This design comes from an exercise in tuning for small area and a short achievable clock period on the open sky130 flow, not from production work.
The RTL was checked by simulation tests, not by an equivalence proof against the original design.
No activity file was given, so power comes from the tool's default toggle rates.

<file path="flow/config.mk">
export PLATFORM = sky130hd
export DESIGN_NAME = neuron_l2
export DESIGN_NICKNAME = neuron_l2
export VERILOG_FILES = /design/flow/design.v
export SDC_FILE = /design/flow/constraint.sdc
export NUM_CORES = 4
export LEC_CHECK = 0
export CAP_MARGIN = 20
export CORE_MARGIN = 2
export CORE_UTILIZATION = 40
export CTS_CLUSTER_DIAMETER = 100
export CTS_CLUSTER_SIZE = 30
export SETUP_SLACK_MARGIN = 4.6
export SLEW_MARGIN = 20
</file>
<file path="flow/constraint.sdc">
create_clock -name core_clock -period 7.0 [get_ports {clk}]
set_input_delay 1.4000 -clock core_clock [delete_from_list [all_inputs] [get_ports {clk}]]
set_output_delay 1.4000 -clock core_clock [all_outputs]
set_load 0.01 [all_outputs]
</file>
<file path="flow/design.v">
module neuron_l2 (
    input clk,
    input reset,
    input enable,
    input startup,
    input signed [17*16-1:0] in,
    input signed [15:0] weight,
    output reg signed [15:0] out,
    output reg outvalid,
    output reg tmp3
);
    wire load = enable & startup;
    wire comp = enable & ~startup;
    reg [15:0] C [0:16];
    reg [16:0] V;        
    reg [16:0] z;        
    reg [8:0] ps;        
    reg dly;             
    reg ld1;
    reg [15:0] wr1;
    wire [16:0] tz = {z[14:0], z[16:15]};    
    wire wen = dly ? ld1 : load;
    wire [15:0] wd = dly ? wr1 : weight;
    reg [16:0] wsel;
    integer j;
    always @(*) begin
        for (j = 0; j < 17; j = j + 1)
            wsel[j] = (j % 2 == 0) ? (wen & ps[j / 2]) : 1'b0;
    end
    always @(posedge clk) begin
        ld1 <= load;
        wr1 <= weight;
        if (!load) begin
            ps[0] <= tz[0];
            for (j = 1; j < 9; j = j + 1)
                ps[j] <= tz[2 * j] | tz[2 * j - 1];
            dly <= tz[1] | tz[3] | tz[5] | tz[7] | tz[9] | tz[11] | tz[13] | tz[15];
        end
        C[0] <= wsel[0] ? wd : C[16];
        for (j = 1; j < 17; j = j + 1)
            if (j % 2)
                C[j] <= C[j - 1];
            else
                C[j] <= wsel[j] ? wd : C[j - 1];
    end
    always @(posedge clk or posedge reset) begin
        if (reset) begin
            V <= 17'd0;
            z <= 17'd1;
        end else begin
            V <= wsel | {V[15:0], V[16]};
            z <= {z[15:0], z[16]};
        end
    end
    reg [4:0] raddr;
    reg newIn, s1, s2;
    always @(posedge clk or posedge reset) begin
        if (reset) begin
            raddr <= 0; newIn <= 0; s1 <= 0; s2 <= 0;
        end else if (enable) begin
            if (startup) begin
                raddr <= 0; newIn <= 0;
            end else if (raddr == 5'd16) begin
                raddr <= 0; newIn <= 1;
            end else begin
                raddr <= raddr + 5'd1; newIn <= 0;
            end
            s1 <= newIn; s2 <= s1;
        end else begin
            raddr <= 0; newIn <= 0;
        end
    end
    reg t3i, ovi;
    always @(posedge clk or posedge reset) begin
        if (reset) begin
            t3i <= 0; ovi <= 0;
        end else if (enable) begin
            t3i <= s2; ovi <= t3i;
        end
    end
    always @(posedge clk) begin
        if (reset) begin
            tmp3 <= 0; outvalid <= 0;
        end else begin
            tmp3 <= enable ? s2 : t3i;
            outvalid <= enable ? t3i : ovi;
        end
    end
    wire xon = V[0] & ~newIn;
    reg [15:0] xsel;
    integer i;
    always @(*) begin
        xsel = 16'd0;
        for (i = 0; i < 17; i = i + 1)
            xsel = xsel | (in[16*i +: 16] & {16{z[i]}});
    end
    reg [15:0] xr;
    reg [7:0] bm1, bm2, bng;    
    reg nul;    
    wire [16:0] we = {C[0], 1'b0};
    integer d;
    always @(posedge clk) begin
        xr <= xsel;
        nul <= newIn;
        for (d = 0; d < 8; d = d + 1) begin
            bm1[d] <= xon & (we[2*d+1] ^ we[2*d]);
            bm2[d] <= xon & ((~we[2*d+2] & we[2*d+1] & we[2*d]) | (we[2*d+2] & ~we[2*d+1] & ~we[2*d]));
            bng[d] <= xon & we[2*d+2] & ~(we[2*d+1] & we[2*d]);
        end
    end
    wire [7:0] bneg = bng;
    wire [16:0] x1 = {xr[15], xr};
    wire [16:0] x2 = {xr, 1'b0};
    wire sx0 = ~pp0[16] & ~nul;
    wire sx1 = ~pp1[16] & ~nul;
    wire sx2 = ~pp2[16] & ~nul;
    wire sx3 = ~pp3[16] & ~nul;
    wire sx4 = ~pp4[16] & ~nul;
    wire sx5 = ~pp5[16] & ~nul;
    wire sx6 = ~pp6[16] & ~nul;
    wire sx7 = ~pp7[16] & ~nul;
    wire [16:0] pp0 = (({17{bm1[0]}} & x1) | ({17{bm2[0]}} & x2)) ^ {17{bng[0]}};
    wire [16:0] pp1 = (({17{bm1[1]}} & x1) | ({17{bm2[1]}} & x2)) ^ {17{bng[1]}};
    wire [16:0] pp2 = (({17{bm1[2]}} & x1) | ({17{bm2[2]}} & x2)) ^ {17{bng[2]}};
    wire [16:0] pp3 = (({17{bm1[3]}} & x1) | ({17{bm2[3]}} & x2)) ^ {17{bng[3]}};
    wire [16:0] pp4 = (({17{bm1[4]}} & x1) | ({17{bm2[4]}} & x2)) ^ {17{bng[4]}};
    wire [16:0] pp5 = (({17{bm1[5]}} & x1) | ({17{bm2[5]}} & x2)) ^ {17{bng[5]}};
    wire [16:0] pp6 = (({17{bm1[6]}} & x1) | ({17{bm2[6]}} & x2)) ^ {17{bng[6]}};
    wire [16:0] pp7 = (({17{bm1[7]}} & x1) | ({17{bm2[7]}} & x2)) ^ {17{bng[7]}};
    wire a1 = pp0[10] ^ pp1[8];
    wire a2 = pp0[10] & pp1[8];
    wire a3 = pp0[11] ^ pp1[9];
    wire a4 = pp0[11] & pp1[9];
    wire a5 = pp0[12] ^ pp1[10] ^ pp2[8];
    wire a6 = (pp0[12] & pp1[10]) | (pp0[12] & pp2[8]) | (pp1[10] & pp2[8]);
    wire a7 = pp3[6] ^ pp4[4];
    wire a8 = pp3[6] & pp4[4];
    wire a9 = pp0[13] ^ pp1[11] ^ pp2[9];
    wire a10 = (pp0[13] & pp1[11]) | (pp0[13] & pp2[9]) | (pp1[11] & pp2[9]);
    wire a11 = pp3[7] ^ pp4[5];
    wire a12 = pp3[7] & pp4[5];
    wire a13 = pp0[14] ^ pp1[12] ^ pp2[10];
    wire a14 = (pp0[14] & pp1[12]) | (pp0[14] & pp2[10]) | (pp1[12] & pp2[10]);
    wire a15 = pp3[8] ^ pp4[6] ^ pp5[4];
    wire a16 = (pp3[8] & pp4[6]) | (pp3[8] & pp5[4]) | (pp4[6] & pp5[4]);
    wire a17 = pp6[2] ^ pp7[0];
    wire a18 = pp6[2] & pp7[0];
    wire a19 = pp0[15] ^ pp1[13] ^ pp2[11];
    wire a20 = (pp0[15] & pp1[13]) | (pp0[15] & pp2[11]) | (pp1[13] & pp2[11]);
    wire a21 = pp3[9] ^ pp4[7] ^ pp5[5];
    wire a22 = (pp3[9] & pp4[7]) | (pp3[9] & pp5[5]) | (pp4[7] & pp5[5]);
    wire a23 = pp6[3] ^ pp7[1];
    wire a24 = pp6[3] & pp7[1];
    wire a25 = sx0 ^ pp1[14] ^ pp2[12];
    wire a26 = (sx0 & pp1[14]) | (sx0 & pp2[12]) | (pp1[14] & pp2[12]);
    wire a27 = pp3[10] ^ pp4[8] ^ pp5[6];
    wire a28 = (pp3[10] & pp4[8]) | (pp3[10] & pp5[6]) | (pp4[8] & pp5[6]);
    wire a29 = pp6[4] ^ pp7[2];
    wire a30 = pp6[4] & pp7[2];
    wire a31 = pp1[15] ^ pp2[13] ^ pp3[11];
    wire a32 = (pp1[15] & pp2[13]) | (pp1[15] & pp3[11]) | (pp2[13] & pp3[11]);
    wire a33 = pp4[9] ^ pp5[7] ^ pp6[5];
    wire a34 = (pp4[9] & pp5[7]) | (pp4[9] & pp6[5]) | (pp5[7] & pp6[5]);
    wire a35 = sx1 ^ pp2[14] ^ pp3[12];
    wire a36 = (sx1 & pp2[14]) | (sx1 & pp3[12]) | (pp2[14] & pp3[12]);
    wire a37 = pp4[10] ^ pp5[8];
    wire a38 = pp4[10] & pp5[8];
    wire a39 = pp2[15] ^ pp3[13] ^ pp4[11];
    wire a40 = (pp2[15] & pp3[13]) | (pp2[15] & pp4[11]) | (pp3[13] & pp4[11]);
    wire a41 = sx2 ^ pp3[14];
    wire a42 = sx2 & pp3[14];
    wire a43 = pp0[6] ^ pp1[4];
    wire a44 = pp0[6] & pp1[4];
    wire a45 = pp0[7] ^ pp1[5];
    wire a46 = pp0[7] & pp1[5];
    wire a47 = pp0[8] ^ pp1[6] ^ pp2[4];
    wire a48 = (pp0[8] & pp1[6]) | (pp0[8] & pp2[4]) | (pp1[6] & pp2[4]);
    wire a49 = pp3[2] ^ pp4[0];
    wire a50 = pp3[2] & pp4[0];
    wire a51 = pp0[9] ^ pp1[7] ^ pp2[5];
    wire a52 = (pp0[9] & pp1[7]) | (pp0[9] & pp2[5]) | (pp1[7] & pp2[5]);
    wire a53 = pp3[3] ^ pp4[1];
    wire a54 = pp3[3] & pp4[1];
    wire a55 = a1 ^ pp2[6] ^ pp3[4];
    wire a56 = (a1 & pp2[6]) | (a1 & pp3[4]) | (pp2[6] & pp3[4]);
    wire a57 = pp4[2] ^ pp5[0] ^ bneg[5];
    wire a58 = (pp4[2] & pp5[0]) | (pp4[2] & bneg[5]) | (pp5[0] & bneg[5]);
    wire a59 = a3 ^ pp2[7] ^ pp3[5];
    wire a60 = (a3 & pp2[7]) | (a3 & pp3[5]) | (pp2[7] & pp3[5]);
    wire a61 = pp4[3] ^ pp5[1] ^ a2;
    wire a62 = (pp4[3] & pp5[1]) | (pp4[3] & a2) | (pp5[1] & a2);
    wire a63 = a5 ^ a7 ^ pp5[2];
    wire a64 = (a5 & a7) | (a5 & pp5[2]) | (a7 & pp5[2]);
    wire a65 = pp6[0] ^ bneg[6] ^ a4;
    wire a66 = (pp6[0] & bneg[6]) | (pp6[0] & a4) | (bneg[6] & a4);
    wire a67 = a9 ^ a11 ^ pp5[3];
    wire a68 = (a9 & a11) | (a9 & pp5[3]) | (a11 & pp5[3]);
    wire a69 = pp6[1] ^ a6 ^ a8;
    wire a70 = (pp6[1] & a6) | (pp6[1] & a8) | (a6 & a8);
    wire a71 = a13 ^ a15 ^ a17;
    wire a72 = (a13 & a15) | (a13 & a17) | (a15 & a17);
    wire a73 = bneg[7] ^ a10 ^ a12;
    wire a74 = (bneg[7] & a10) | (bneg[7] & a12) | (a10 & a12);
    wire a75 = a19 ^ a21 ^ a23;
    wire a76 = (a19 & a21) | (a19 & a23) | (a21 & a23);
    wire a77 = a14 ^ a16 ^ a18;
    wire a78 = (a14 & a16) | (a14 & a18) | (a16 & a18);
    wire a79 = a25 ^ a27 ^ a29;
    wire a80 = (a25 & a27) | (a25 & a29) | (a27 & a29);
    wire a81 = a20 ^ a22 ^ a24;
    wire a82 = (a20 & a22) | (a20 & a24) | (a22 & a24);
    wire a83 = a31 ^ a33 ^ pp7[3];
    wire a84 = (a31 & a33) | (a31 & pp7[3]) | (a33 & pp7[3]);
    wire a85 = a26 ^ a28 ^ a30;
    wire a86 = (a26 & a28) | (a26 & a30) | (a28 & a30);
    wire a87 = a35 ^ a37 ^ pp6[6];
    wire a88 = (a35 & a37) | (a35 & pp6[6]) | (a37 & pp6[6]);
    wire a89 = pp7[4] ^ a32 ^ a34;
    wire a90 = (pp7[4] & a32) | (pp7[4] & a34) | (a32 & a34);
    wire a91 = a39 ^ pp5[9] ^ pp6[7];
    wire a92 = (a39 & pp5[9]) | (a39 & pp6[7]) | (pp5[9] & pp6[7]);
    wire a93 = pp7[5] ^ a36 ^ a38;
    wire a94 = (pp7[5] & a36) | (pp7[5] & a38) | (a36 & a38);
    wire a95 = a41 ^ pp4[12] ^ pp5[10];
    wire a96 = (a41 & pp4[12]) | (a41 & pp5[10]) | (pp4[12] & pp5[10]);
    wire a97 = pp6[8] ^ pp7[6] ^ a40;
    wire a98 = (pp6[8] & pp7[6]) | (pp6[8] & a40) | (pp7[6] & a40);
    wire a99 = pp3[15] ^ pp4[13] ^ pp5[11];
    wire a100 = (pp3[15] & pp4[13]) | (pp3[15] & pp5[11]) | (pp4[13] & pp5[11]);
    wire a101 = pp6[9] ^ pp7[7] ^ a42;
    wire a102 = (pp6[9] & pp7[7]) | (pp6[9] & a42) | (pp7[7] & a42);
    wire a103 = sx3 ^ pp4[14] ^ pp5[12];
    wire a104 = (sx3 & pp4[14]) | (sx3 & pp5[12]) | (pp4[14] & pp5[12]);
    wire a105 = pp6[10] ^ pp7[8];
    wire a106 = pp6[10] & pp7[8];
    wire a107 = pp4[15] ^ pp5[13] ^ pp6[11];
    wire a108 = (pp4[15] & pp5[13]) | (pp4[15] & pp6[11]) | (pp5[13] & pp6[11]);
    wire a109 = sx4 ^ pp5[14];
    wire a110 = sx4 & pp5[14];
    wire a111 = pp0[2] ^ pp1[0] ^ bneg[1];
    wire a112 = (pp0[2] & pp1[0]) | (pp0[2] & bneg[1]) | (pp1[0] & bneg[1]);
    wire a113 = pp0[4] ^ pp1[2] ^ pp2[0];
    wire a114 = (pp0[4] & pp1[2]) | (pp0[4] & pp2[0]) | (pp1[2] & pp2[0]);
    wire a115 = pp5[15] ^ pp6[13] ^ pp7[11];
    wire a116 = (pp5[15] & pp6[13]) | (pp5[15] & pp7[11]) | (pp6[13] & pp7[11]);
    wire a117 = sx5 ^ pp6[14] ^ pp7[12];
    wire a118 = (sx5 & pp6[14]) | (sx5 & pp7[12]) | (pp6[14] & pp7[12]);
    wire a119 = pp6[15] ^ pp7[13] ^ a118;
    wire a120 = (pp6[15] & pp7[13]) | (pp6[15] & a118) | (pp7[13] & a118);
    reg [27:0] r1 [0:3];
    always @(posedge clk) begin
        r1[0] <= {a119, a116, a110, a109, a107, a103, a99, a95, a91, a87, a83, a79, a75, a71, a67, a63, a59, a55, a51, a47, a45, a43, pp0[5], bneg[2], pp0[3], a111, pp0[1], pp0[0]};
        r1[1] <= {1'b0, a117, a115, pp6[12], pp7[9], a105, a101, a97, a93, a89, a85, a81, a77, a73, a69, a65, a61, a57, a53, a49, pp2[3], pp2[2], pp1[3], a113, pp1[1], 1'b0, 1'b0, bneg[0]};
        r1[2] <= {1'b0, 1'b0, 1'b0, pp7[10], a104, a100, a96, a92, a88, a84, a80, a76, a72, a68, a64, a60, a56, a52, a48, bneg[4], pp3[1], pp3[0], pp2[1], 1'b0, a112, 1'b0, 1'b0, 1'b0};
        r1[3] <= {1'b0, 1'b0, 1'b0, a108, a106, a102, a98, a94, a90, a86, a82, a78, a74, a70, a66, a62, a58, a54, a50, a46, a44, bneg[3], a114, 1'b0, 1'b0, 1'b0, 1'b0, 1'b0};
    end
    reg [27:0] as, ac;
    reg clr, clrc;
    always @(posedge clk) clr <= comp & ~s1 & (raddr == 5'd1);
    always @(posedge clk) clrc <= comp & ~nul & (raddr == 5'd1);
    wire [27:0] fs = clr ? 28'd89849856 : as;
    wire [27:0] fc = clrc ? 28'd0 : ac;
    wire b1 = r1[0][3] ^ r1[1][3];
    wire b2 = r1[0][3] & r1[1][3];
    wire b3 = r1[0][4] ^ r1[1][4];
    wire b4 = r1[0][4] & r1[1][4];
    wire b5 = r1[0][5] ^ r1[1][5] ^ r1[2][5];
    wire b6 = (r1[0][5] & r1[1][5]) | (r1[0][5] & r1[2][5]) | (r1[1][5] & r1[2][5]);
    wire b7 = r1[3][5] ^ fs[5];
    wire b8 = r1[3][5] & fs[5];
    wire b9 = r1[0][6] ^ r1[1][6] ^ r1[2][6];
    wire b10 = (r1[0][6] & r1[1][6]) | (r1[0][6] & r1[2][6]) | (r1[1][6] & r1[2][6]);
    wire b11 = r1[3][6] ^ fs[6] ^ fc[6];
    wire b12 = (r1[3][6] & fs[6]) | (r1[3][6] & fc[6]) | (fs[6] & fc[6]);
    wire b13 = r1[0][7] ^ r1[1][7] ^ r1[2][7];
    wire b14 = (r1[0][7] & r1[1][7]) | (r1[0][7] & r1[2][7]) | (r1[1][7] & r1[2][7]);
    wire b15 = r1[3][7] ^ fs[7] ^ fc[7];
    wire b16 = (r1[3][7] & fs[7]) | (r1[3][7] & fc[7]) | (fs[7] & fc[7]);
    wire b17 = r1[0][8] ^ r1[1][8] ^ r1[2][8];
    wire b18 = (r1[0][8] & r1[1][8]) | (r1[0][8] & r1[2][8]) | (r1[1][8] & r1[2][8]);
    wire b19 = r1[3][8] ^ fs[8] ^ fc[8];
    wire b20 = (r1[3][8] & fs[8]) | (r1[3][8] & fc[8]) | (fs[8] & fc[8]);
    wire b21 = r1[0][9] ^ r1[1][9] ^ r1[2][9];
    wire b22 = (r1[0][9] & r1[1][9]) | (r1[0][9] & r1[2][9]) | (r1[1][9] & r1[2][9]);
    wire b23 = r1[3][9] ^ fs[9] ^ fc[9];
    wire b24 = (r1[3][9] & fs[9]) | (r1[3][9] & fc[9]) | (fs[9] & fc[9]);
    wire b25 = r1[0][10] ^ r1[1][10] ^ r1[2][10];
    wire b26 = (r1[0][10] & r1[1][10]) | (r1[0][10] & r1[2][10]) | (r1[1][10] & r1[2][10]);
    wire b27 = r1[3][10] ^ fs[10] ^ fc[10];
    wire b28 = (r1[3][10] & fs[10]) | (r1[3][10] & fc[10]) | (fs[10] & fc[10]);
    wire b29 = r1[0][11] ^ r1[1][11] ^ r1[2][11];
    wire b30 = (r1[0][11] & r1[1][11]) | (r1[0][11] & r1[2][11]) | (r1[1][11] & r1[2][11]);
    wire b31 = r1[3][11] ^ fs[11] ^ fc[11];
    wire b32 = (r1[3][11] & fs[11]) | (r1[3][11] & fc[11]) | (fs[11] & fc[11]);
    wire b33 = r1[0][12] ^ r1[1][12] ^ r1[2][12];
    wire b34 = (r1[0][12] & r1[1][12]) | (r1[0][12] & r1[2][12]) | (r1[1][12] & r1[2][12]);
    wire b35 = r1[3][12] ^ fs[12] ^ fc[12];
    wire b36 = (r1[3][12] & fs[12]) | (r1[3][12] & fc[12]) | (fs[12] & fc[12]);
    wire b37 = r1[0][13] ^ r1[1][13] ^ r1[2][13];
    wire b38 = (r1[0][13] & r1[1][13]) | (r1[0][13] & r1[2][13]) | (r1[1][13] & r1[2][13]);
    wire b39 = r1[3][13] ^ fs[13] ^ fc[13];
    wire b40 = (r1[3][13] & fs[13]) | (r1[3][13] & fc[13]) | (fs[13] & fc[13]);
    wire b41 = r1[0][14] ^ r1[1][14] ^ r1[2][14];
    wire b42 = (r1[0][14] & r1[1][14]) | (r1[0][14] & r1[2][14]) | (r1[1][14] & r1[2][14]);
    wire b43 = r1[3][14] ^ fs[14] ^ fc[14];
    wire b44 = (r1[3][14] & fs[14]) | (r1[3][14] & fc[14]) | (fs[14] & fc[14]);
    wire b45 = r1[0][15] ^ r1[1][15] ^ r1[2][15];
    wire b46 = (r1[0][15] & r1[1][15]) | (r1[0][15] & r1[2][15]) | (r1[1][15] & r1[2][15]);
    wire b47 = r1[3][15] ^ fs[15] ^ fc[15];
    wire b48 = (r1[3][15] & fs[15]) | (r1[3][15] & fc[15]) | (fs[15] & fc[15]);
    wire b49 = r1[0][16] ^ r1[1][16] ^ r1[2][16];
    wire b50 = (r1[0][16] & r1[1][16]) | (r1[0][16] & r1[2][16]) | (r1[1][16] & r1[2][16]);
    wire b51 = r1[3][16] ^ fs[16] ^ fc[16];
    wire b52 = (r1[3][16] & fs[16]) | (r1[3][16] & fc[16]) | (fs[16] & fc[16]);
    wire b53 = r1[0][17] ^ r1[1][17] ^ r1[2][17];
    wire b54 = (r1[0][17] & r1[1][17]) | (r1[0][17] & r1[2][17]) | (r1[1][17] & r1[2][17]);
    wire b55 = r1[3][17] ^ fs[17] ^ fc[17];
    wire b56 = (r1[3][17] & fs[17]) | (r1[3][17] & fc[17]) | (fs[17] & fc[17]);
    wire b57 = r1[0][18] ^ r1[1][18] ^ r1[2][18];
    wire b58 = (r1[0][18] & r1[1][18]) | (r1[0][18] & r1[2][18]) | (r1[1][18] & r1[2][18]);
    wire b59 = r1[3][18] ^ fs[18] ^ fc[18];
    wire b60 = (r1[3][18] & fs[18]) | (r1[3][18] & fc[18]) | (fs[18] & fc[18]);
    wire b61 = r1[0][19] ^ r1[1][19] ^ r1[2][19];
    wire b62 = (r1[0][19] & r1[1][19]) | (r1[0][19] & r1[2][19]) | (r1[1][19] & r1[2][19]);
    wire b63 = r1[3][19] ^ fs[19] ^ fc[19];
    wire b64 = (r1[3][19] & fs[19]) | (r1[3][19] & fc[19]) | (fs[19] & fc[19]);
    wire b65 = r1[0][20] ^ r1[1][20] ^ r1[2][20];
    wire b66 = (r1[0][20] & r1[1][20]) | (r1[0][20] & r1[2][20]) | (r1[1][20] & r1[2][20]);
    wire b67 = r1[3][20] ^ fs[20] ^ fc[20];
    wire b68 = (r1[3][20] & fs[20]) | (r1[3][20] & fc[20]) | (fs[20] & fc[20]);
    wire b69 = r1[0][21] ^ r1[1][21] ^ r1[2][21];
    wire b70 = (r1[0][21] & r1[1][21]) | (r1[0][21] & r1[2][21]) | (r1[1][21] & r1[2][21]);
    wire b71 = r1[3][21] ^ fs[21] ^ fc[21];
    wire b72 = (r1[3][21] & fs[21]) | (r1[3][21] & fc[21]) | (fs[21] & fc[21]);
    wire b73 = r1[0][22] ^ r1[1][22] ^ r1[2][22];
    wire b74 = (r1[0][22] & r1[1][22]) | (r1[0][22] & r1[2][22]) | (r1[1][22] & r1[2][22]);
    wire b75 = r1[3][22] ^ fs[22] ^ fc[22];
    wire b76 = (r1[3][22] & fs[22]) | (r1[3][22] & fc[22]) | (fs[22] & fc[22]);
    wire b77 = r1[0][23] ^ r1[1][23] ^ r1[2][23];
    wire b78 = (r1[0][23] & r1[1][23]) | (r1[0][23] & r1[2][23]) | (r1[1][23] & r1[2][23]);
    wire b79 = r1[3][23] ^ fs[23] ^ fc[23];
    wire b80 = (r1[3][23] & fs[23]) | (r1[3][23] & fc[23]) | (fs[23] & fc[23]);
    wire b81 = r1[0][24] ^ r1[1][24] ^ r1[2][24];
    wire b82 = (r1[0][24] & r1[1][24]) | (r1[0][24] & r1[2][24]) | (r1[1][24] & r1[2][24]);
    wire b83 = r1[3][24] ^ fs[24] ^ fc[24];
    wire b84 = (r1[3][24] & fs[24]) | (r1[3][24] & fc[24]) | (fs[24] & fc[24]);
    wire b85 = r1[0][25] ^ r1[1][25] ^ fs[25];
    wire b86 = (r1[0][25] & r1[1][25]) | (r1[0][25] & fs[25]) | (r1[1][25] & fs[25]);
    wire b87 = r1[0][26] ^ r1[1][26];
    wire b88 = r1[0][26] & r1[1][26];
    wire b89 = r1[0][0] ^ r1[1][0];
    wire b90 = r1[0][0] & r1[1][0];
    wire b91 = r1[0][1] ^ fs[1];
    wire b92 = r1[0][1] & fs[1];
    wire b93 = r1[0][2] ^ fs[2];
    wire b94 = r1[0][2] & fs[2];
    wire b95 = b1 ^ r1[2][3] ^ fs[3];
    wire b96 = (b1 & r1[2][3]) | (b1 & fs[3]) | (r1[2][3] & fs[3]);
    wire b97 = b3 ^ fs[4] ^ fc[4];
    wire b98 = (b3 & fs[4]) | (b3 & fc[4]) | (fs[4] & fc[4]);
    wire b99 = b5 ^ b7 ^ fc[5];
    wire b100 = (b5 & b7) | (b5 & fc[5]) | (b7 & fc[5]);
    wire b101 = b9 ^ b11 ^ b6;
    wire b102 = (b9 & b11) | (b9 & b6) | (b11 & b6);
    wire b103 = b13 ^ b15 ^ b10;
    wire b104 = (b13 & b15) | (b13 & b10) | (b15 & b10);
    wire b105 = b17 ^ b19 ^ b14;
    wire b106 = (b17 & b19) | (b17 & b14) | (b19 & b14);
    wire b107 = b21 ^ b23 ^ b18;
    wire b108 = (b21 & b23) | (b21 & b18) | (b23 & b18);
    wire b109 = b25 ^ b27 ^ b22;
    wire b110 = (b25 & b27) | (b25 & b22) | (b27 & b22);
    wire b111 = b29 ^ b31 ^ b26;
    wire b112 = (b29 & b31) | (b29 & b26) | (b31 & b26);
    wire b113 = b33 ^ b35 ^ b30;
    wire b114 = (b33 & b35) | (b33 & b30) | (b35 & b30);
    wire b115 = b37 ^ b39 ^ b34;
    wire b116 = (b37 & b39) | (b37 & b34) | (b39 & b34);
    wire b117 = b41 ^ b43 ^ b38;
    wire b118 = (b41 & b43) | (b41 & b38) | (b43 & b38);
    wire b119 = b45 ^ b47 ^ b42;
    wire b120 = (b45 & b47) | (b45 & b42) | (b47 & b42);
    wire b121 = b49 ^ b51 ^ b46;
    wire b122 = (b49 & b51) | (b49 & b46) | (b51 & b46);
    wire b123 = b53 ^ b55 ^ b50;
    wire b124 = (b53 & b55) | (b53 & b50) | (b55 & b50);
    wire b125 = b57 ^ b59 ^ b54;
    wire b126 = (b57 & b59) | (b57 & b54) | (b59 & b54);
    wire b127 = b61 ^ b63 ^ b58;
    wire b128 = (b61 & b63) | (b61 & b58) | (b63 & b58);
    wire b129 = b65 ^ b67 ^ b62;
    wire b130 = (b65 & b67) | (b65 & b62) | (b67 & b62);
    wire b131 = b69 ^ b71 ^ b66;
    wire b132 = (b69 & b71) | (b69 & b66) | (b71 & b66);
    wire b133 = b73 ^ b75 ^ b70;
    wire b134 = (b73 & b75) | (b73 & b70) | (b75 & b70);
    wire b135 = b77 ^ b79 ^ b74;
    wire b136 = (b77 & b79) | (b77 & b74) | (b79 & b74);
    wire b137 = b81 ^ b83 ^ b78;
    wire b138 = (b81 & b83) | (b81 & b78) | (b83 & b78);
    wire b139 = b85 ^ fc[25] ^ b82;
    wire b140 = (b85 & fc[25]) | (b85 & b82) | (fc[25] & b82);
    wire b141 = b87 ^ fs[26] ^ fc[26];
    wire b142 = (b87 & fs[26]) | (b87 & fc[26]) | (fs[26] & fc[26]);
    wire b143 = r1[0][27] ^ fs[27] ^ fc[27];
    wire b144 = (r1[0][27] & fs[27]) | (r1[0][27] & fc[27]) | (fs[27] & fc[27]);
    wire b145 = b89 ^ fs[0];
    wire b146 = b89 & fs[0];
    wire b147 = b91 ^ fc[1] ^ b90;
    wire b148 = (b91 & fc[1]) | (b91 & b90) | (fc[1] & b90);
    wire b149 = b93 ^ fc[2] ^ b92;
    wire b150 = (b93 & fc[2]) | (b93 & b92) | (fc[2] & b92);
    wire b151 = b95 ^ fc[3] ^ b94;
    wire b152 = (b95 & fc[3]) | (b95 & b94) | (fc[3] & b94);
    wire b153 = b97 ^ b2 ^ b96;
    wire b154 = (b97 & b2) | (b97 & b96) | (b2 & b96);
    wire b155 = b99 ^ b4 ^ b98;
    wire b156 = (b99 & b4) | (b99 & b98) | (b4 & b98);
    wire b157 = b101 ^ b8 ^ b100;
    wire b158 = (b101 & b8) | (b101 & b100) | (b8 & b100);
    wire b159 = b103 ^ b12 ^ b102;
    wire b160 = (b103 & b12) | (b103 & b102) | (b12 & b102);
    wire b161 = b105 ^ b16 ^ b104;
    wire b162 = (b105 & b16) | (b105 & b104) | (b16 & b104);
    wire b163 = b107 ^ b20 ^ b106;
    wire b164 = (b107 & b20) | (b107 & b106) | (b20 & b106);
    wire b165 = b109 ^ b24 ^ b108;
    wire b166 = (b109 & b24) | (b109 & b108) | (b24 & b108);
    wire b167 = b111 ^ b28 ^ b110;
    wire b168 = (b111 & b28) | (b111 & b110) | (b28 & b110);
    wire b169 = b113 ^ b32 ^ b112;
    wire b170 = (b113 & b32) | (b113 & b112) | (b32 & b112);
    wire b171 = b115 ^ b36 ^ b114;
    wire b172 = (b115 & b36) | (b115 & b114) | (b36 & b114);
    wire b173 = b117 ^ b40 ^ b116;
    wire b174 = (b117 & b40) | (b117 & b116) | (b40 & b116);
    wire b175 = b119 ^ b44 ^ b118;
    wire b176 = (b119 & b44) | (b119 & b118) | (b44 & b118);
    wire b177 = b121 ^ b48 ^ b120;
    wire b178 = (b121 & b48) | (b121 & b120) | (b48 & b120);
    wire b179 = b123 ^ b52 ^ b122;
    wire b180 = (b123 & b52) | (b123 & b122) | (b52 & b122);
    wire b181 = b125 ^ b56 ^ b124;
    wire b182 = (b125 & b56) | (b125 & b124) | (b56 & b124);
    wire b183 = b127 ^ b60 ^ b126;
    wire b184 = (b127 & b60) | (b127 & b126) | (b60 & b126);
    wire b185 = b129 ^ b64 ^ b128;
    wire b186 = (b129 & b64) | (b129 & b128) | (b64 & b128);
    wire b187 = b131 ^ b68 ^ b130;
    wire b188 = (b131 & b68) | (b131 & b130) | (b68 & b130);
    wire b189 = b133 ^ b72 ^ b132;
    wire b190 = (b133 & b72) | (b133 & b132) | (b72 & b132);
    wire b191 = b135 ^ b76 ^ b134;
    wire b192 = (b135 & b76) | (b135 & b134) | (b76 & b134);
    wire b193 = b137 ^ b80 ^ b136;
    wire b194 = (b137 & b80) | (b137 & b136) | (b80 & b136);
    wire b195 = b139 ^ b84 ^ b138;
    wire b196 = (b139 & b84) | (b139 & b138) | (b84 & b138);
    wire b197 = b141 ^ b86 ^ b140;
    wire b198 = (b141 & b86) | (b141 & b140) | (b86 & b140);
    wire b199 = b143 ^ b88 ^ b142;
    wire b200 = (b143 & b88) | (b143 & b142) | (b88 & b142);
    always @(posedge clk) begin
        as <= {b199, b197, b195, b193, b191, b189, b187, b185, b183, b181, b179, b177, b175, b173, b171, b169, b167, b165, b163, b161, b159, b157, b155, b153, b151, b149, b147, b145};
        ac <= {b198, b196, b194, b192, b190, b188, b186, b184, b182, b180, b178, b176, b174, b172, b170, b168, b166, b164, b162, b160, b158, b156, b154, b152, b150, b148, b146, fc[0]};
    end
    wire [27:0] pg0 = as ^ ac;
    wire [27:0] gg0 = as & ac;
    wire gl1_1 = gg0[1] | (pg0[1] & gg0[0]);
    wire pl1_1 = pg0[1] & pg0[0];
    wire gl1_3 = gg0[3] | (pg0[3] & gg0[2]);
    wire pl1_3 = pg0[3] & pg0[2];
    wire gl1_5 = gg0[5] | (pg0[5] & gg0[4]);
    wire pl1_5 = pg0[5] & pg0[4];
    wire gl1_7 = gg0[7] | (pg0[7] & gg0[6]);
    wire pl1_7 = pg0[7] & pg0[6];
    wire gl1_9 = gg0[9] | (pg0[9] & gg0[8]);
    wire pl1_9 = pg0[9] & pg0[8];
    wire gl1_11 = gg0[11] | (pg0[11] & gg0[10]);
    wire pl1_11 = pg0[11] & pg0[10];
    wire gl1_13 = gg0[13] | (pg0[13] & gg0[12]);
    wire pl1_13 = pg0[13] & pg0[12];
    wire gl1_15 = gg0[15] | (pg0[15] & gg0[14]);
    wire pl1_15 = pg0[15] & pg0[14];
    wire gl1_17 = gg0[17] | (pg0[17] & gg0[16]);
    wire pl1_17 = pg0[17] & pg0[16];
    wire gl1_19 = gg0[19] | (pg0[19] & gg0[18]);
    wire pl1_19 = pg0[19] & pg0[18];
    wire gl1_21 = gg0[21] | (pg0[21] & gg0[20]);
    wire pl1_21 = pg0[21] & pg0[20];
    wire gl1_23 = gg0[23] | (pg0[23] & gg0[22]);
    wire pl1_23 = pg0[23] & pg0[22];
    wire gl1_25 = gg0[25] | (pg0[25] & gg0[24]);
    wire pl1_25 = pg0[25] & pg0[24];
    wire gl1_27 = gg0[27] | (pg0[27] & gg0[26]);
    wire pl1_27 = pg0[27] & pg0[26];
    wire gl2_2 = gg0[2] | (pg0[2] & gl1_1);
    wire pl2_2 = pg0[2] & pl1_1;
    wire gl2_3 = gl1_3 | (pl1_3 & gl1_1);
    wire pl2_3 = pl1_3 & pl1_1;
    wire gl2_6 = gg0[6] | (pg0[6] & gl1_5);
    wire pl2_6 = pg0[6] & pl1_5;
    wire gl2_7 = gl1_7 | (pl1_7 & gl1_5);
    wire pl2_7 = pl1_7 & pl1_5;
    wire gl2_10 = gg0[10] | (pg0[10] & gl1_9);
    wire pl2_10 = pg0[10] & pl1_9;
    wire gl2_11 = gl1_11 | (pl1_11 & gl1_9);
    wire pl2_11 = pl1_11 & pl1_9;
    wire gl2_14 = gg0[14] | (pg0[14] & gl1_13);
    wire pl2_14 = pg0[14] & pl1_13;
    wire gl2_15 = gl1_15 | (pl1_15 & gl1_13);
    wire pl2_15 = pl1_15 & pl1_13;
    wire gl2_18 = gg0[18] | (pg0[18] & gl1_17);
    wire pl2_18 = pg0[18] & pl1_17;
    wire gl2_19 = gl1_19 | (pl1_19 & gl1_17);
    wire pl2_19 = pl1_19 & pl1_17;
    wire gl2_22 = gg0[22] | (pg0[22] & gl1_21);
    wire pl2_22 = pg0[22] & pl1_21;
    wire gl2_23 = gl1_23 | (pl1_23 & gl1_21);
    wire pl2_23 = pl1_23 & pl1_21;
    wire gl2_26 = gg0[26] | (pg0[26] & gl1_25);
    wire pl2_26 = pg0[26] & pl1_25;
    wire gl2_27 = gl1_27 | (pl1_27 & gl1_25);
    wire pl2_27 = pl1_27 & pl1_25;
    wire gl3_4 = gg0[4] | (pg0[4] & gl2_3);
    wire pl3_4 = pg0[4] & pl2_3;
    wire gl3_5 = gl1_5 | (pl1_5 & gl2_3);
    wire pl3_5 = pl1_5 & pl2_3;
    wire gl3_6 = gl2_6 | (pl2_6 & gl2_3);
    wire pl3_6 = pl2_6 & pl2_3;
    wire gl3_7 = gl2_7 | (pl2_7 & gl2_3);
    wire pl3_7 = pl2_7 & pl2_3;
    wire gl3_12 = gg0[12] | (pg0[12] & gl2_11);
    wire pl3_12 = pg0[12] & pl2_11;
    wire gl3_13 = gl1_13 | (pl1_13 & gl2_11);
    wire pl3_13 = pl1_13 & pl2_11;
    wire gl3_14 = gl2_14 | (pl2_14 & gl2_11);
    wire pl3_14 = pl2_14 & pl2_11;
    wire gl3_15 = gl2_15 | (pl2_15 & gl2_11);
    wire pl3_15 = pl2_15 & pl2_11;
    wire gl3_20 = gg0[20] | (pg0[20] & gl2_19);
    wire pl3_20 = pg0[20] & pl2_19;
    wire gl3_21 = gl1_21 | (pl1_21 & gl2_19);
    wire pl3_21 = pl1_21 & pl2_19;
    wire gl3_22 = gl2_22 | (pl2_22 & gl2_19);
    wire pl3_22 = pl2_22 & pl2_19;
    wire gl3_23 = gl2_23 | (pl2_23 & gl2_19);
    wire pl3_23 = pl2_23 & pl2_19;
    wire gl4_8 = gg0[8] | (pg0[8] & gl3_7);
    wire pl4_8 = pg0[8] & pl3_7;
    wire gl4_9 = gl1_9 | (pl1_9 & gl3_7);
    wire pl4_9 = pl1_9 & pl3_7;
    wire gl4_10 = gl2_10 | (pl2_10 & gl3_7);
    wire pl4_10 = pl2_10 & pl3_7;
    wire gl4_11 = gl2_11 | (pl2_11 & gl3_7);
    wire pl4_11 = pl2_11 & pl3_7;
    wire gl4_12 = gl3_12 | (pl3_12 & gl3_7);
    wire pl4_12 = pl3_12 & pl3_7;
    wire gl4_13 = gl3_13 | (pl3_13 & gl3_7);
    wire pl4_13 = pl3_13 & pl3_7;
    wire gl4_14 = gl3_14 | (pl3_14 & gl3_7);
    wire pl4_14 = pl3_14 & pl3_7;
    wire gl4_15 = gl3_15 | (pl3_15 & gl3_7);
    wire pl4_15 = pl3_15 & pl3_7;
    wire gl4_24 = gg0[24] | (pg0[24] & gl3_23);
    wire pl4_24 = pg0[24] & pl3_23;
    wire gl4_25 = gl1_25 | (pl1_25 & gl3_23);
    wire pl4_25 = pl1_25 & pl3_23;
    wire gl4_26 = gl2_26 | (pl2_26 & gl3_23);
    wire pl4_26 = pl2_26 & pl3_23;
    wire gl4_27 = gl2_27 | (pl2_27 & gl3_23);
    wire pl4_27 = pl2_27 & pl3_23;
    wire gl5_16 = gg0[16] | (pg0[16] & gl4_15);
    wire pl5_16 = pg0[16] & pl4_15;
    wire gl5_17 = gl1_17 | (pl1_17 & gl4_15);
    wire pl5_17 = pl1_17 & pl4_15;
    wire gl5_18 = gl2_18 | (pl2_18 & gl4_15);
    wire pl5_18 = pl2_18 & pl4_15;
    wire gl5_19 = gl2_19 | (pl2_19 & gl4_15);
    wire pl5_19 = pl2_19 & pl4_15;
    wire gl5_20 = gl3_20 | (pl3_20 & gl4_15);
    wire pl5_20 = pl3_20 & pl4_15;
    wire gl5_21 = gl3_21 | (pl3_21 & gl4_15);
    wire pl5_21 = pl3_21 & pl4_15;
    wire gl5_22 = gl3_22 | (pl3_22 & gl4_15);
    wire pl5_22 = pl3_22 & pl4_15;
    wire gl5_23 = gl3_23 | (pl3_23 & gl4_15);
    wire pl5_23 = pl3_23 & pl4_15;
    wire gl5_24 = gl4_24 | (pl4_24 & gl4_15);
    wire pl5_24 = pl4_24 & pl4_15;
    wire gl5_25 = gl4_25 | (pl4_25 & gl4_15);
    wire pl5_25 = pl4_25 & pl4_15;
    wire gl5_26 = gl4_26 | (pl4_26 & gl4_15);
    wire pl5_26 = pl4_26 & pl4_15;
    wire gl5_27 = gl4_27 | (pl4_27 & gl4_15);
    wire pl5_27 = pl4_27 & pl4_15;
    wire [27:0] acc = {(pg0[27] ^ gl5_26), (pg0[26] ^ gl5_25), (pg0[25] ^ gl5_24), (pg0[24] ^ gl5_23), (pg0[23] ^ gl5_22), (pg0[22] ^ gl5_21), (pg0[21] ^ gl5_20), (pg0[20] ^ gl5_19), (pg0[19] ^ gl5_18), (pg0[18] ^ gl5_17), (pg0[17] ^ gl5_16), (pg0[16] ^ gl4_15), (pg0[15] ^ gl4_14), (pg0[14] ^ gl4_13), (pg0[13] ^ gl4_12), (pg0[12] ^ gl4_11), (pg0[11] ^ gl4_10), (pg0[10] ^ gl4_9), (pg0[9] ^ gl4_8), (pg0[8] ^ gl3_7), (pg0[7] ^ gl3_6), (pg0[6] ^ gl3_5), (pg0[5] ^ gl3_4), (pg0[4] ^ gl2_3), (pg0[3] ^ gl2_2), (pg0[2] ^ gl1_1), (pg0[1] ^ gg0[0]), pg0[0]};
    reg og;
    always @(posedge clk) og <= comp & s2 & (raddr == 5'd2) & ~acc[27];
    always @(posedge clk) out <= og ? acc[27:12] : 16'd0;
endmodule
</file>
<file path="flow/flow/run.sh">
#!/bin/bash
# Standard layout, with plain buffers (not delay cells) on the ports.
set -euo pipefail
export BUFFER_PORTS_ARGS="-buffer_cell sky130_fd_sc_hd__buf_1"
bash standard.sh synth > make_synth.log 2>&1
bash standard.sh finish > make_finish.log 2>&1
</file>
<file path="flow/standard.sh">
#!/bin/bash
# synth_recipe.tcl (not shown) runs the flow's synth.tcl, then flattens the netlist and writes it again
# the make line also repeats each setting of config.mk as NAME=value (left out here)
make -C /OpenROAD-flow-scripts/flow DESIGN_CONFIG=/design/flow/config.mk WORK_HOME=/design/flow/orfs CLKGATE_MAP_FILE= SYNTH_SCRIPT=/design/flow/synth_recipe.tcl "${@:-finish}"
</file>
==> results of run 1 <==
-- cell type report --
| type | count | share of cell area (%) |
|---|---|---|
| timing repair inverter | 1 | 0.0305 |
| clock inverter | 3 | 0.203 |
| multi-input combinational | 1215 | 40.7 |
| clock buffer | 26 | 2.30 |
| tap | 704 | 3.58 |
| timing repair buffer | 328 | 5.69 |
| antenna | 7 | 0.0712 |
| inverter | 53 | 0.824 |
| sequential | 554 | 46.6 |
-- repair_timing --
action	CTS	global route
hold buffers	0	0
setup buffers	7	7
pin swaps	2	4
setup endpoints to repair	236	178
gates resized for setup	49	38
cloned	1	0
-- how the worst min path moves through the flow --
stage	from	cells after the start	slack, ps	end
5_1_grt	C[12][6]$_DFF_P_	0	340	C[13][6]$_DFF_P_
3_3_place_gp	C[14][1]$_DFF_P_	0	310	C[15][1]$_DFF_P_
6_report	C[14][9]$_DFF_P_	0	330	C[15][9]$_DFF_P_
4_1_cts	C[14][11]$_DFF_P_	0	330	C[15][11]$_DFF_P_
3_5_place_dp	C[2][0]$_DFF_P_	0	310	C[3][0]$_DFF_P_
2_1_floorplan	C[10][0]$_DFF_P_	0	310	C[11][0]$_DFF_P_
-- flip-flops by register name (all words and copies together) (netlist names), 17 cells and up --
signal	cells
z	17
as	28
ac	27
r1	94
V	17
C	272
-- per-stage QoR --
stage / utilization (%) / setup WS (ps) / std cells / cell area, µm²
6_report: 44.9 / 4570 / 2891 / 24600
5_1_grt: 44.9 / 4510 / 2887 / 24600
4_1_cts: 44.6 / 4530 / 2877 / 24400
3_5_place_dp: 43.1 / 3390 / 2840 / 23600
3_3_place_gp: 43.1 / 3370 / 2840 / 23600
2_1_floorplan: - / 4530 / 1961 / 22100
-- report_power, final --
| group | internal (µW) | leakage, µW | switching, µW |
|---|---|---|---|
| clock | 593 | 0.000298 | 951 |
| combinational | 1290 | 0.00471 | 1420 |
| sequential | 3940 | 0.00484 | 465 |
-- synthesized netlist by cell type, drive strengths merged, types with 2 or more instances --
master  number
and2        22
nand2b      30
xor2        25
nand3       21
nand2      191
nand4       18
a222oi      16
or3b         7
nor4         3
nand3b       9
buf         11
fa         132
a21o         7
nor2b       41
nor3b        7
edfxtp      10
o21ai      156
a21oi       20
mux2i       21
dfxtp      500
xnor2      125
ha          59
mux2         8
a221oi       3
dfrtp       43
a31oi        3
a21boi       2
clkbuf     128
inv         53
nor2        40
or2          8
a22oi      227
and3         4
-- kinds of logic (layout without fill, tap and decap cells) --
group / count (synthesis) / after routing / synth area share, %
flip-flops: 554 / 554 / 51.8
AND/OR/NAND/NOR: 405 / 405 / 8.95
AO/OA/AOI/OAI: 440 / 440 / 13.3
XOR/XNOR: 150 / 150 / 5.96
other: 0 / 7 / 0
multiplexers: 29 / 29 / 1.36
adder cells (fa/ha/maj): 191 / 191 / 15.3
buffers and inverters: 192 / 411 / 3.28
-- metal layers --
layer / GRT usage (%) / routed length (µm)
met5: 1.90 / 20
met4: 4.30 / 1260
met3: 5.05 / 4810
met2: 30.6 / 25600
met1: 30.3 / 28200
==> impl_metrics.csv, run 1 <==
group,metric,value,unit
power_and_ir_drop,power.total,8650,µW
final_layout,mostFrequentLayoutCell,"dfxtp_1",
hold_path,hold_class,"flop to flop",
placed_design,dp_hpwl,44100,µm
final_layout,final_cell_mix,"dfxtp_1 (462), buf_1 (290), a22oi_1 (227), nand2_1 (181), o21ai_0 (152)",
power_and_ir_drop,vdd_drop_max,0.000216,V
power_and_ir_drop,power_density,352,nW/µm²
worst_setup_path,worstSetupStartpoint,"outvalid$_SDFF_PP0_",
timing,setup_viol,0,
routing,routedWlPerCell,20.7,µm
timing,slew_viol_final,0,
floorplan,rows,86,
timing,maxSlewHeadroom,30.0,%
worst_setup_path,r2r_end,"out[4]$_SDFF_PN0_",
worst_setup_path,r2r_setup_slack,4670,ps
worst_setup_path,cp_data_arrival_time,1030,ps
synth,synth-seq-cells,554,
routing,totalWireLength,59800,µm
worst_setup_path,cp_top_family,"flip-flops",
synth,synth_nets,2444,
routing,drc_errors,0,
clock_tree,clkTransAtPathRegs,110,ps
clock_tree,clockBufferDepth,3,
routing,drt_pass1_iterations,6,
global_routing,antenna_found_initial,9,
floorplan,core-area,54800,µm²
worst_setup_path,cp-end-kind,"primary output",
global_routing,grt_pass1_vias,15400,
worst_setup_path,critical_path_buf_inv_count,1,
synth,synthTopCellsByArea,"dfxtp_1 (45%), fa_1 (12%), a22oi_1 (7.7%), xnor2_1 (5.0%), dfrtp_1 (4.9%)",
global_routing,grt_pass1_wl,91200,µm
final_layout,multi_input_area,10000,µm²
clock_tree,numCtsBuffers,22,
timing,timing.final.crit_share,34.7,%
clock_tree,clock-sinks,554,
floorplan,initial_utilization,40.2,%
worst_setup_path,path_class,"flop to primary output",
synth,netlist_area,22000,µm²
routing,drtAntennaViolNets,0,
final_layout,layout-drive-gt1-share,6.79,%
synth,netlist_instances,1961,
timing,rsz0062_at_grt,"true",
timing,tns,0,ps
synth,synth_top_cell_area_share,45.4,%
synth,async_flop_share,7.94,%
timing,fmax,411,MHz
floorplan,die_width,239,µm
worst_setup_path,setup.worst_path.end,"outvalid",
clock_tree,cts_root_buf,"clkbuf_16",
job,max_cap_violations,0,
worst_setup_path,critPathLaunchType,"flop",
worst_setup_path,crit_chain,"buf_2",
timing,hold_slack,327,ps
routing,vias,15000,
synth,synth.yosys.warnings,3,
synth,syn_avg_cell_area,11.2,µm²
power_and_ir_drop,total_leakage_power,0.00985,µW
clock_tree,htreeDepth,1,
outcome,status,"timing/DRC/antenna clean",
routing,drt-vias-per-instance,5.20,
worst_setup_path,max_stage_delay,330,ps
worst_setup_path,cp_num_cells,1,
global_routing,grt_overflow,0,
timing,hold_violations,0,
floorplan,die_h,239,µm
placed_design,place.gp.congestion,0.943,
synth,synth_edf_count,10,
clock_tree,clock_latency,590,ps
worst_setup_path,cpMaxStageDelayCell,"dfxtp_1",
synth,synth_top_area_cell,"dfxtp_1",
worst_setup_path,crit_fanout,1,
synth,yosysSeqAreaShare,51.8,%
timing,min_period,2430,ps
final_layout,final_nets,2658,
routing,drtIter0Drc,1434,
final_layout,syn2layout_area_growth,11.7,%
global_routing,grtUsageTotal,20.7,%
worst_setup_path,required,5600,ps
worst_setup_path,timing.rr.start,"as[2]$_DFF_P_",
floorplan,ios,310,
global_routing,grt_max_degree,34,
synth,synth_cell_types,50,
placed_design,numPortBuffers,309,
synth,synth_ff_type,"dfxtp_1",
floorplan,dieArea,57000,µm²
clock_tree,cts_tree,"yes",
final_layout,seq_area,11500,µm²
final_layout,nFillCells,5104,
timing,worst_slew_pin_slew,1020,ps
timing,skew,18.4,ps
worst_setup_path,rr_worst_depth,8,
==> run 2, diff against run 1 <==
--- a/flow/config.mk
+++ b/flow/config.mk
@@ -7,7 +7,7 @@
 export LEC_CHECK = 0
 export CAP_MARGIN = 20
 export CORE_MARGIN = 2
-export CORE_UTILIZATION = 40
+export CORE_UTILIZATION = 50
 export CTS_CLUSTER_DIAMETER = 100
 export CTS_CLUSTER_SIZE = 30
 export SETUP_SLACK_MARGIN = 4.6
==> impl_metrics.csv, run 2 <==
group,metric,value,unit
worst_setup_path,critPathLaunchType,"flop",
floorplan,die_h,214,µm
clock_tree,clkTransAtPathRegs,110,ps
routing,totalWireLength,62500,µm
floorplan,die_width,214,µm
worst_setup_path,cp_top_family,"flip-flops",
floorplan,dieArea,45800,µm²
hold_path,worstHoldStart,"C[12][9]$_DFF_P_",
placed_design,dp_hpwl,47100,µm
timing,rsz0062_at_grt,"true",
power_and_ir_drop,vdd_drop_max,0.000248,V
routing,drt_pass1_iterations,7,
clock_tree,clock_latency,590,ps
global_routing,antenna_found_initial,5,
global_routing,grt_pass1_vias,15300,
synth,yosys-top-cells-count,"dfxtp_1 (500), a22oi_1 (227), nand2_1 (191)",
clock_tree,htreeDepth,1,
power_and_ir_drop,total_leakage_power,0.00985,µW
floorplan,initial_utilization,50.9,%
routing,routedWlPerCell,22.6,µm
clock_tree,cts_tree,"yes",
timing,min_period,2430,ps
worst_setup_path,max_stage_delay,330,ps
synth,netlist_instances,1961,
synth,async_flop_share,7.94,%
synth,synth_edf_count,10,
clock_tree,cts_hold_buf,0,
final_layout,syn2layout_area_growth,11.1,%
synth,synth_nets,2444,
final_layout,final_nets,2659,
synth,synth_cell_types,50,
final_layout,mostFrequentLayoutCell,"dfxtp_1",
global_routing,grt_pass1_wl,95000,µm
timing,maxSlewHeadroom,28.8,%
power_and_ir_drop,power_density,353,nW/µm²
worst_setup_path,critical_path_buf_inv_count,1,
routing,vias,15100,
clock_tree,clock-sinks,554,
floorplan,ios,310,
routing,drc_errors,0,
worst_setup_path,crit_fanout,1,
worst_setup_path,cp-end-kind,"primary output",
timing,hold_slack,332,ps
synth,synth_ff_type,"dfxtp_1",
synth,synthTopCellsByArea,"dfxtp_1 (45%), fa_1 (12%), a22oi_1 (7.7%), xnor2_1 (5.0%), dfrtp_1 (4.9%)",
clock_tree,clockBufferDepth,3,
floorplan,core-area,43300,µm²
placed_design,place_inst,2728,
global_routing,grt_max_degree,47,
final_layout,regMostFlops,"C",
final_layout,largest_register_ffs,272,
timing,tns,0,ps
power_and_ir_drop,power.total,8640,µW
timing,hold_violations,0,
synth,synth_top_area_cell,"dfxtp_1",
synth,synth-seq-cells,554,
worst_setup_path,path_class,"flop to primary output",
placed_design,numPortBuffers,309,
worst_setup_path,r2r_end,"as[24]$_DFF_P_",
worst_setup_path,r2r_setup_slack,4660,ps
worst_setup_path,rr_worst_depth,6,
routing,drtAntennaViolNets,0,
worst_setup_path,timing.rr.start,"clrc$_DFF_P_",
final_layout,fin_util,56.6,%
synth,synth.yosys.warnings,3,
hold_path,min_to,"C[13][9]$_DFF_P_",
timing,skew,23.7,ps
clock_tree,numCtsBuffers,22,
synth,yosysSeqAreaShare,51.8,%
synth,synthMostInstantiatedCell,"dfxtp_1",
final_layout,final_cell_mix,"dfxtp_1 (466), buf_1 (290), a22oi_1 (227), nand2_1 (181), o21ai_0 (153)",
final_layout,layout-drive-gt1-share,6.70,%
timing,setup_viol,0,
timing,worst_slew_pin_slew,1040,ps
synth,netlist_area,22000,µm²
routing,drt-vias-per-instance,5.46,
outcome,status,"timing/DRC/antenna clean",
timing,slew_viol_final,0,
timing,timing.final.crit_share,34.7,%
worst_setup_path,required,5600,ps
final_layout,nFillCells,3790,
job,max_cap_violations,0,
worst_setup_path,crit_chain,"buf_2",
final_layout,reg_top3,"C: 272 flops, r1: 94 flops, as: 28 flops",
synth,synth_top_cell_area_share,45.4,%
worst_setup_path,cpMaxStageDelayCell,"dfxtp_1",
clock_tree,cts_root_buf,"clkbuf_16",
hold_path,hold_class,"flop to flop",
timing,fmax,411,MHz
floorplan,rows,76,
hold_path,hold_depth,0,
worst_setup_path,cp_data_arrival_time,1030,ps
placed_design,place.gp.congestion,0.966,
synth,syn_avg_cell_area,11.2,µm²
global_routing,grtUsageTotal,27.2,%
global_routing,grt_overflow,0,
routing,drtIter0Drc,1242,
final_layout,final_cells,2767,
==> run 2: cell families (layout without fill, tap and decap cells) <==
logic type / after synthesis / in the layout / share of synthesized area (%)
compound gates: 440 / 440 / 13.3
xor+xnor: 150 / 150 / 5.96
fa+ha+maj: 191 / 191 / 15.3
buf+inv: 192 / 411 / 3.28
flops: 554 / 554 / 51.8
mux: 29 / 29 / 1.36
other cells: 0 / 2 / 0
simple gates: 405 / 405 / 8.95
==> run 2: layout make-up <==
class / count / area [µm²] / area share (%)
Antenna cell: 2 / 5.00 / 0.0205
Clock buffer: 25 / 562 / 2.30
Clock inverter: 3 / 51.3 / 0.210
Inverter: 53 / 203 / 0.828
Multi-Input combinational cell: 1215 / 10000 / 41.0
Sequential cell: 554 / 11500 / 46.8
Tap cell: 585 / 732 / 2.99
Timing Repair Buffer: 330 / 1420 / 5.82
==> run 2: where the power goes <==
group / leakage (µW) / internal (µW) / switching, µW
logic: 0.00471 / 1280 / 1410
clock network: 0.000297 / 591 / 929
registers: 0.00484 / 3930 / 487
total: 0.00985 / 5810 / 2830
==> run 2: how the worst max path moves through the flow <==
stage	to	start	depth (start not counted)	slack (ps)
2_1_floorplan	outvalid$_SDFF_PP0_	reset	2	4530
3_3_place_gp	C[2][15]$_DFF_P_	enable	5	3430
3_5_place_dp	C[2][15]$_DFF_P_	enable	6	3430
4_1_cts	out[14]	out[14]$_SDFF_PN0_	1	4540
5_1_grt	out[13]	out[13]$_SDFF_PN0_	1	4520
6_report	out[14]	out[14]$_SDFF_PN0_	1	4570
==> run 2: metal layers <==
metal / wire, µm / track usage [%] / up-vias
met3: 5480 / 7.36 / 88
met5: 12 / 0 / -
li1: - / - / 7076
met2: 26400 / 39.9 / 522
met4: 1290 / 5.48 / 2
met1: 29400 / 40.4 / 7423
==> run 2: worst register-to-register path, delay by kind of cell (launching register included) <==
| family | cells | cell delay [ps] |
|---|---|---|
| adders and majority gates | 3 | 1430 |
| DFF | 1 | 390 |
| buffers and inverters | 2 | 220 |
| and+or+nand+nor | 1 | 190 |
==> run 2: through the flow <==
step	area, µm²	setup WS (ps)
6_report	24500	4570
4_1_cts	24300	4540
2_1_floorplan	22100	4530
3_5_place_dp	23500	3430
5_1_grt	24500	4520
3_3_place_gp	23500	3430
==> run 2: repair_timing <==
action	CTS	global route
gates resized for setup	49	38
setup buffers	3	6
pin swaps	2	8
cloned	0	0
setup endpoints to repair	236	68

afterwards: timing with drivers on the ports:
No port has a modelled driver above. Below, the same layouts with a new extraction and two added sets of constraints.
Step 1: set_driving_cell puts a clkbuf_16 on clk and a buf_2 on each other input, an assumption about the parent block.
Step 2 adds t to the input delays and takes it off the output delays; t is the mean of the earliest and latest rising clock arrival at the registers after step 1. Input paths then give back, and output paths get back, about the clock's delay inside the block.
Slacks: ideal / step 1 / step 2; pairs: ideal / step 1.
run	shift t [ns]	setup slack, ns	hold WS [ns]	worst register clock-pin slew, ns	cell pins on the clock port's net
run 1	0.635	4.570 / 4.516 / 4.054	0.327 / 0.327 / 0.327	0.12 / 0.12	1
run 2	0.632	4.568 / 4.512 / 4.128	0.332 / 0.332 / 0.332	0.11 / 0.11	1
After both steps setup and hold are still met in every run listed. The setup slack of run 1, which loses most, moves by -0.054 ns with the drivers and by -0.516 ns with both steps.
